Background: an optimization exercise with open tools, aiming at small area and a short achievable clock period. Do not read the settings as production practice.
RTL that was checked went through simulation tests only; none was proved equivalent to the original.
Power and IR drop assume default switching activity.

## fir
module  fir(
	input clk,
	input rst_n,
	input enable,
	input [2:0] tap,		 
	input [15:0] data_in,
	output [17:0] data_out,
	output complete
);
Settings: LEC_CHECK=0, CAP_MARGIN=20, CORE_MARGIN=2, CORE_UTILIZATION=40, SETUP_SLACK_MARGIN=1.5, SLEW_MARGIN=20; clock period 4.0 ns.
run.sh (not shown) runs the stock make flow with config.mk's settings and CLKGATE_MAP_FILE= SYNTH_SCRIPT=/design/flow/synth_recipe.tcl, a recipe that flattens the netlist after the stock synthesis.
Then changed:
SETUP_SLACK_MARGIN = not set   (was 1.5)
What happened:
- The changed run finished clean
- hold slack gets worse by 5.1 ps
- power is lower by a little under a tenth
- utilization is lower by 3.8 points
- design area is lower by a little under a tenth
- maximum frequency is lower by a little under a tenth
- register-to-register slack gets worse by 300 ps
- die area is unchanged
- wire length is lower by roughly a tenth
- via count is lower by a few percent
- first-iteration DRC count is lower by roughly a tenth
Then changed:
SETUP_SLACK_MARGIN = 2.2   (was not set)
Result: The new run passed the timing, DRC and antenna checks. Global-route usage came out higher by 2.2 points. Final area rises by 16%. Wire length is higher by 19%. Core utilization rises by 7.6 points. Worst setup slack gains 310 ps. Count of clock-buffer cells in the layout rises by 1. Sequential share of layout area decreases by 4.7 points. Worst hold slack is about the same.
Then changed:
ABC_CLOCK_PERIOD_IN_PS = 1500   (was not set)
SETUP_SLACK_MARGIN = not set   (was 2.2)
Result: Clock power hardly moves; utilization came out lower by 7.6 points; routed wire length came out lower by about a fifth; worst hold slack barely changes; die area is unchanged.
Function was not checked in any run of this note: the RTL went through the layout flow alone.

job 101:
The RTL this note starts from:
==> flow/design.v <==
module  fir(
	input clk,
	input rst_n,
	input enable,
	input [2:0] tap,		 
	input [15:0] data_in,
	output [17:0] data_out,
	output complete
);
reg [15:0] d1, d2;		 
reg v1, v2, v3, done;		 
reg [5:2] ld;			 
reg [15:0] h1, h2;		 
reg [2:0] h2c;			 
reg [15:0] h3, h4, h5;		 
reg [17:0] s3, c3;		 
reg [17:0] result;
always @(posedge clk) begin
	d1 <= data_in;
	d2 <= d1;
end
always @(posedge clk or negedge rst_n) begin
	if (!rst_n) begin
		v1 <= 1'b0;
		v2 <= 1'b0;
		v3 <= 1'b0;
		done <= 1'b0;
		ld <= 4'b0;
	end else begin
		v1 <= enable;
		v2 <= v1;
		v3 <= v2;
		done <= v3;
		ld[2] <= v1 & (tap > 3'd2);
		ld[3] <= v1 & (tap > 3'd3);
		ld[4] <= v1 & (tap > 3'd4);
		ld[5] <= v1 & (tap > 3'd5);
	end
end
wire [12:0] h1x3_lo = {1'b0, h1[11:0]} + {h1[10:0], 1'b0};
wire [4:0] h1x3_c4 = {1'b0, h1[3:0]} + {h1[2:0], 1'b0};
wire [8:0] h1x3_c8 = {1'b0, h1[7:0]} + {h1[6:0], 1'b0};
wire [2:0] h1c = {h1x3_lo[12], h1x3_c8[8], h1x3_c4[4]};
wire [3:0] t0 = h2[3:0] + {h2[2:0], 1'b0};
wire [3:0] t1 = h2[7:4] + h2[6:3] + h2c[0];
wire [3:0] t2 = h2[11:8] + h2[10:7] + h2c[1];
wire [3:0] t3 = h2[15:12] + h2[14:11] + h2c[2];
wire [15:0] h2x3 = {t3, t2, t1, t0};
always @(posedge clk or negedge rst_n) begin
	if (!rst_n) begin
		h1 <= 0;
		h2 <= 0;
		h2c <= 0;
		h3 <= 0;
		h4 <= 0;
		h5 <= 0;
	end else begin
		if (v2) h1 <= d2;
		if (ld[2]) begin
			h2 <= h1;
			h2c <= h1c;
		end
		if (ld[3]) h3 <= h2x3;
		if (ld[4]) h4 <= h3;
		if (ld[5]) h5 <= h4;
	end
end
wire [17:0] o0 = {2'b0, d2};
wire [17:0] o1 = {2'b0, h1[14:0], 1'b0};
wire [17:0] o2 = {2'b0, h2[14:0], 1'b0};
wire [17:0] o3 = {2'b0, h3};
wire [17:0] o4 = {2'b0, h4};
wire [17:0] o5 = {2'b0, h5};
wire [17:0] a_s = o0 ^ o1 ^ o2;
wire [17:0] a_c = ((o0 & o1) | (o0 & o2) | (o1 & o2)) << 1;
wire [17:0] b_s = o3 ^ o4 ^ o5;
wire [17:0] b_c = ((o3 & o4) | (o3 & o5) | (o4 & o5)) << 1;
wire [17:0] e_s = a_s ^ a_c ^ b_s;
wire [17:0] e_c = ((a_s & a_c) | (a_s & b_s) | (a_c & b_s)) << 1;
wire [17:0] f_s = e_s ^ e_c ^ b_c;
wire [17:0] f_c = ((e_s & e_c) | (e_s & b_c) | (e_c & b_c)) << 1;
always @(posedge clk) begin
	s3 <= f_s;
	c3 <= f_c;
end
always @(posedge clk or negedge rst_n) begin
	if (!rst_n)
		result <= 0;
	else if (v3)
		result <= s3 + c3;
end
assign data_out = result;
assign complete = done;
endmodule
==> flow/config.mk <==
export PLATFORM = sky130hd
export DESIGN_NAME = fir
export DESIGN_NICKNAME = fir
export VERILOG_FILES = /design/flow/design.v
export SDC_FILE = /design/flow/constraint.sdc
export NUM_CORES = 4
export LEC_CHECK = 0
export CAP_MARGIN = 20
export CORE_MARGIN = 2
export CORE_UTILIZATION = 40
export CTS_BUF_LIST = sky130_fd_sc_hd__clkbuf_8
export SETUP_SLACK_MARGIN = 2.0
export SLEW_MARGIN = 20
==> flow/constraint.sdc <==
create_clock -name core_clock -period 4.0 [get_ports {clk}]
set_input_delay 0.8000 -clock core_clock [delete_from_list [all_inputs] [get_ports {clk}]]
set_output_delay 0.8000 -clock core_clock [all_outputs]
set_load 0.01 [all_outputs]
standard.sh (not shown) runs the stock make flow with config.mk's settings and CLKGATE_MAP_FILE= SYNTH_SCRIPT=/design/flow/synth_recipe.tcl, a recipe that flattens the netlist after the stock synthesis.
==> flow/flow/run.sh <==
#!/bin/bash
# The standard ORFS layout (same make targets and settings as standard.sh),
# with these changes: port buffers are buf_2 cells instead of the delay
# cells buffer_ports picks by itself; Yosys synth runs with -noabc, so its generic abc pass does not run before extract_fa.
# Each tool's output goes to a log file here.
set -euo pipefail
W=$(pwd)
make -C "$FLOW_HOME" DESIGN_CONFIG="$W/config.mk" WORK_HOME="$W/orfs" CLKGATE_MAP_FILE= \
  SYNTH_SCRIPT="$W/synth_recipe.tcl" \
  BUFFER_PORTS_ARGS="-buffer_cell sky130_fd_sc_hd__buf_2" SYNTH_ARGS=-noabc \
  finish > "$W/make.log" 2>&1
R="$W/orfs/results/$FLOW_PLATFORM/fir/base"
: # left out here: write the final layout as DEF
Relative to job 101, the following input files were edited for job 102:
- an added CTS_CLUSTER_SIZE of 40
- an added CTS_CLUSTER_DIAMETER of 100
- a change of SETUP_SLACK_MARGIN from 2.0 to 1.9
==> flow/run.sh (new file) <==
#!/bin/bash
# synth_recipe.tcl (not shown) runs the flow's synth.tcl, then flattens the netlist and writes it again
# the make line also repeats each setting of config.mk as NAME=value (left out here)
make -C /OpenROAD-flow-scripts/flow DESIGN_CONFIG=/design/flow/config.mk WORK_HOME=/design/flow/orfs CLKGATE_MAP_FILE= SYNTH_SCRIPT=/design/flow/synth_recipe.tcl finish
removed: flow/flow/run.sh
removed: flow/standard.sh
Notes after the runs:
Overall track demand over capacity in global routing was lower in job 102 than in job 101.
Job 101 and job 102 ended up with roughly the same level count of the clock H-tree.
Maximum single-stage delay on the critical path delta for job 102 relative to job 101: 190 ps higher
Power dissipated by switching net loads of job 102 falls short of that of job 101 by a few percent.
Job 102 against job 101; power density normalized to cell area is down by a few percent.
| worst clock skew | job 101 vs job 102 | ≈ equal |
Job 102 leaves less setup margin than job 101.
Detailed route, job 102 vs job 101: via total higher for job 102
Area added between synthesis and finish is lower on job 102
--- input diff job 102..job 103 ---
- CTS_CLUSTER_DIAMETER: 100 -> unset
- CTS_CLUSTER_SIZE: 40 -> unset
- TNS_END_PERCENT: unset -> 5
==> flow/flow/run.sh (new file) <==
#!/bin/bash
# The standard ORFS layout (same make targets and settings as standard.sh),
# with these changes: port buffers are buf_2 cells instead of the delay
# cells buffer_ports picks by itself; Yosys synth runs with -noabc, so its generic abc pass does not run before extract_fa.
# Each tool's output goes to a log file here.
set -euo pipefail
W=$(pwd)
make -C "$FLOW_HOME" DESIGN_CONFIG="$W/config.mk" WORK_HOME="$W/orfs" CLKGATE_MAP_FILE= \
  SYNTH_SCRIPT="$W/synth_recipe.tcl" \
  BUFFER_PORTS_ARGS="-buffer_cell sky130_fd_sc_hd__buf_2" SYNTH_ARGS=-noabc CTS_ARGS="-sink_clustering_enable -repair_clock_nets -buf_list sky130_fd_sc_hd__clkbuf_8 -dont_use_dummy_load" \
  finish > "$W/make.log" 2>&1
R="$W/orfs/results/$FLOW_PLATFORM/fir/base"
: # left out here: write the final layout as DEF
==> flow/standard.sh (new file) <==
#!/bin/bash
# synth_recipe.tcl (not shown) runs the flow's synth.tcl, then flattens the netlist and writes it again
# the make line also repeats each setting of config.mk as NAME=value (left out here)
make -C /OpenROAD-flow-scripts/flow DESIGN_CONFIG=/design/flow/config.mk WORK_HOME=/design/flow/orfs CLKGATE_MAP_FILE= SYNTH_SCRIPT=/design/flow/synth_recipe.tcl "${@:-finish}"
removed: flow/run.sh
### Flow results
The higher placement-stage worst setup slack of job 102 and job 103 is in job 102.
Job 103 ended up with a lower signed area change from the synthesized netlist to the final layout than job 102 did.
Sort job 102 and job 103 by total number of vias, ascending, and job 103 comes first.
Per the comparison of job 103 with job 102, area of all placed cells without fillers lower; non-clock buffer count in the final layout lower; part of the power in registers higher.
Job 103 vs job 102: number of gates given a new drive strength after cts down
Of job 103 and job 102, it is job 103 that has the higher sequential share of cell area.
Met2 layer wire length in the routed design (higher): job 102
Modified inputs, job 104 compared to job 103
- TNS_END_PERCENT: 5 -> unset
diff --git a/flow/flow/run.sh b/flow/flow/run.sh
--- a/flow/flow/run.sh
+++ b/flow/flow/run.sh
@@ -10 +10 @@
-  BUFFER_PORTS_ARGS="-buffer_cell sky130_fd_sc_hd__buf_2" SYNTH_ARGS=-noabc CTS_ARGS="-sink_clustering_enable -repair_clock_nets -buf_list sky130_fd_sc_hd__clkbuf_8 -dont_use_dummy_load" \
+  BUFFER_PORTS_ARGS="-buffer_cell sky130_fd_sc_hd__buf_2" SYNTH_ARGS=-noabc CTS_ARGS="-sink_clustering_enable -repair_clock_nets -buf_list sky130_fd_sc_hd__clkbuf_8 -sink_clustering_size 40 -sink_clustering_max_diameter 150 -sink_clustering_levels 1" \
## What came out
For job 103, the capture point of the critical path was s3[10], unlike job 104, where it was s3[7]. Max number of iterations in the first detailed-routing pass across job 103 and job 104: job 103. Between job 103 and job 104, sequential share of layout area decreased. Fmax in job 104 vs job 103: up about 1.8%. Changes observed in job 104 relative to job 103: portion of total power attributed to combinational logic lost 1.1 points; post-place setup slack has increased; via count picked up an extra 3.5%; register-to-register slack increased by 40 ps relative to the old numbers. Tightest hold margin sits higher in job 104 than in job 103. Job 104 vs. job 103: share of cell area taken by muxes after synthesis comparable, leakage dissipation now larger, number of signal-net buffers in the layout now larger.

-- port drivers added, routing unchanged --
Ports are ideal in the flow. The routed layouts listed here were re-timed in OpenROAD.
Step 1 sets driving cells, clkbuf_16 on the clock port and buf_2 on the other inputs (assumed; they add their load-dependent delay and slew).
Step 2 times the ports against the registers' clock, not the clock port: input delays grow and output delays shrink by t, the midpoint of the rising clock arrivals with the driver on.
Three values: no drivers, after step 1, after step 2; two values: the first two.
run | shift t [ns] | setup WS [ns] | worst setup path at the end | worst register clock-pin slew, ns
the first run of note 1 | 0.473 | 0.554 / 0.554 / 0.554 | register to register | 0.07 / 0.07
the second run of note 1 | 0.470 | 0.250 / 0.250 / 0.250 | register to register | 0.07 / 0.07
the third run of note 1 | 0.465 | 0.560 / 0.560 / 0.560 | register to register | 0.06 / 0.06
the fourth run of note 1 | 0.470 | 0.250 / 0.250 / 0.250 | register to register | 0.07 / 0.07
job 101 | 0.485 | 1.940 / 1.940 / 1.940 | register to register | 0.10 / 0.10
job 102 | 0.508 | 1.914 / 1.914 / 1.914 | register to register | 0.10 / 0.10
job 103 | 0.473 | 1.895 / 1.895 / 1.895 | register to register | 0.09 / 0.09
job 104 | 0.492 | 1.931 / 1.931 / 1.931 | register to register | 0.10 / 0.10
After both steps setup and hold are still met in every run listed.
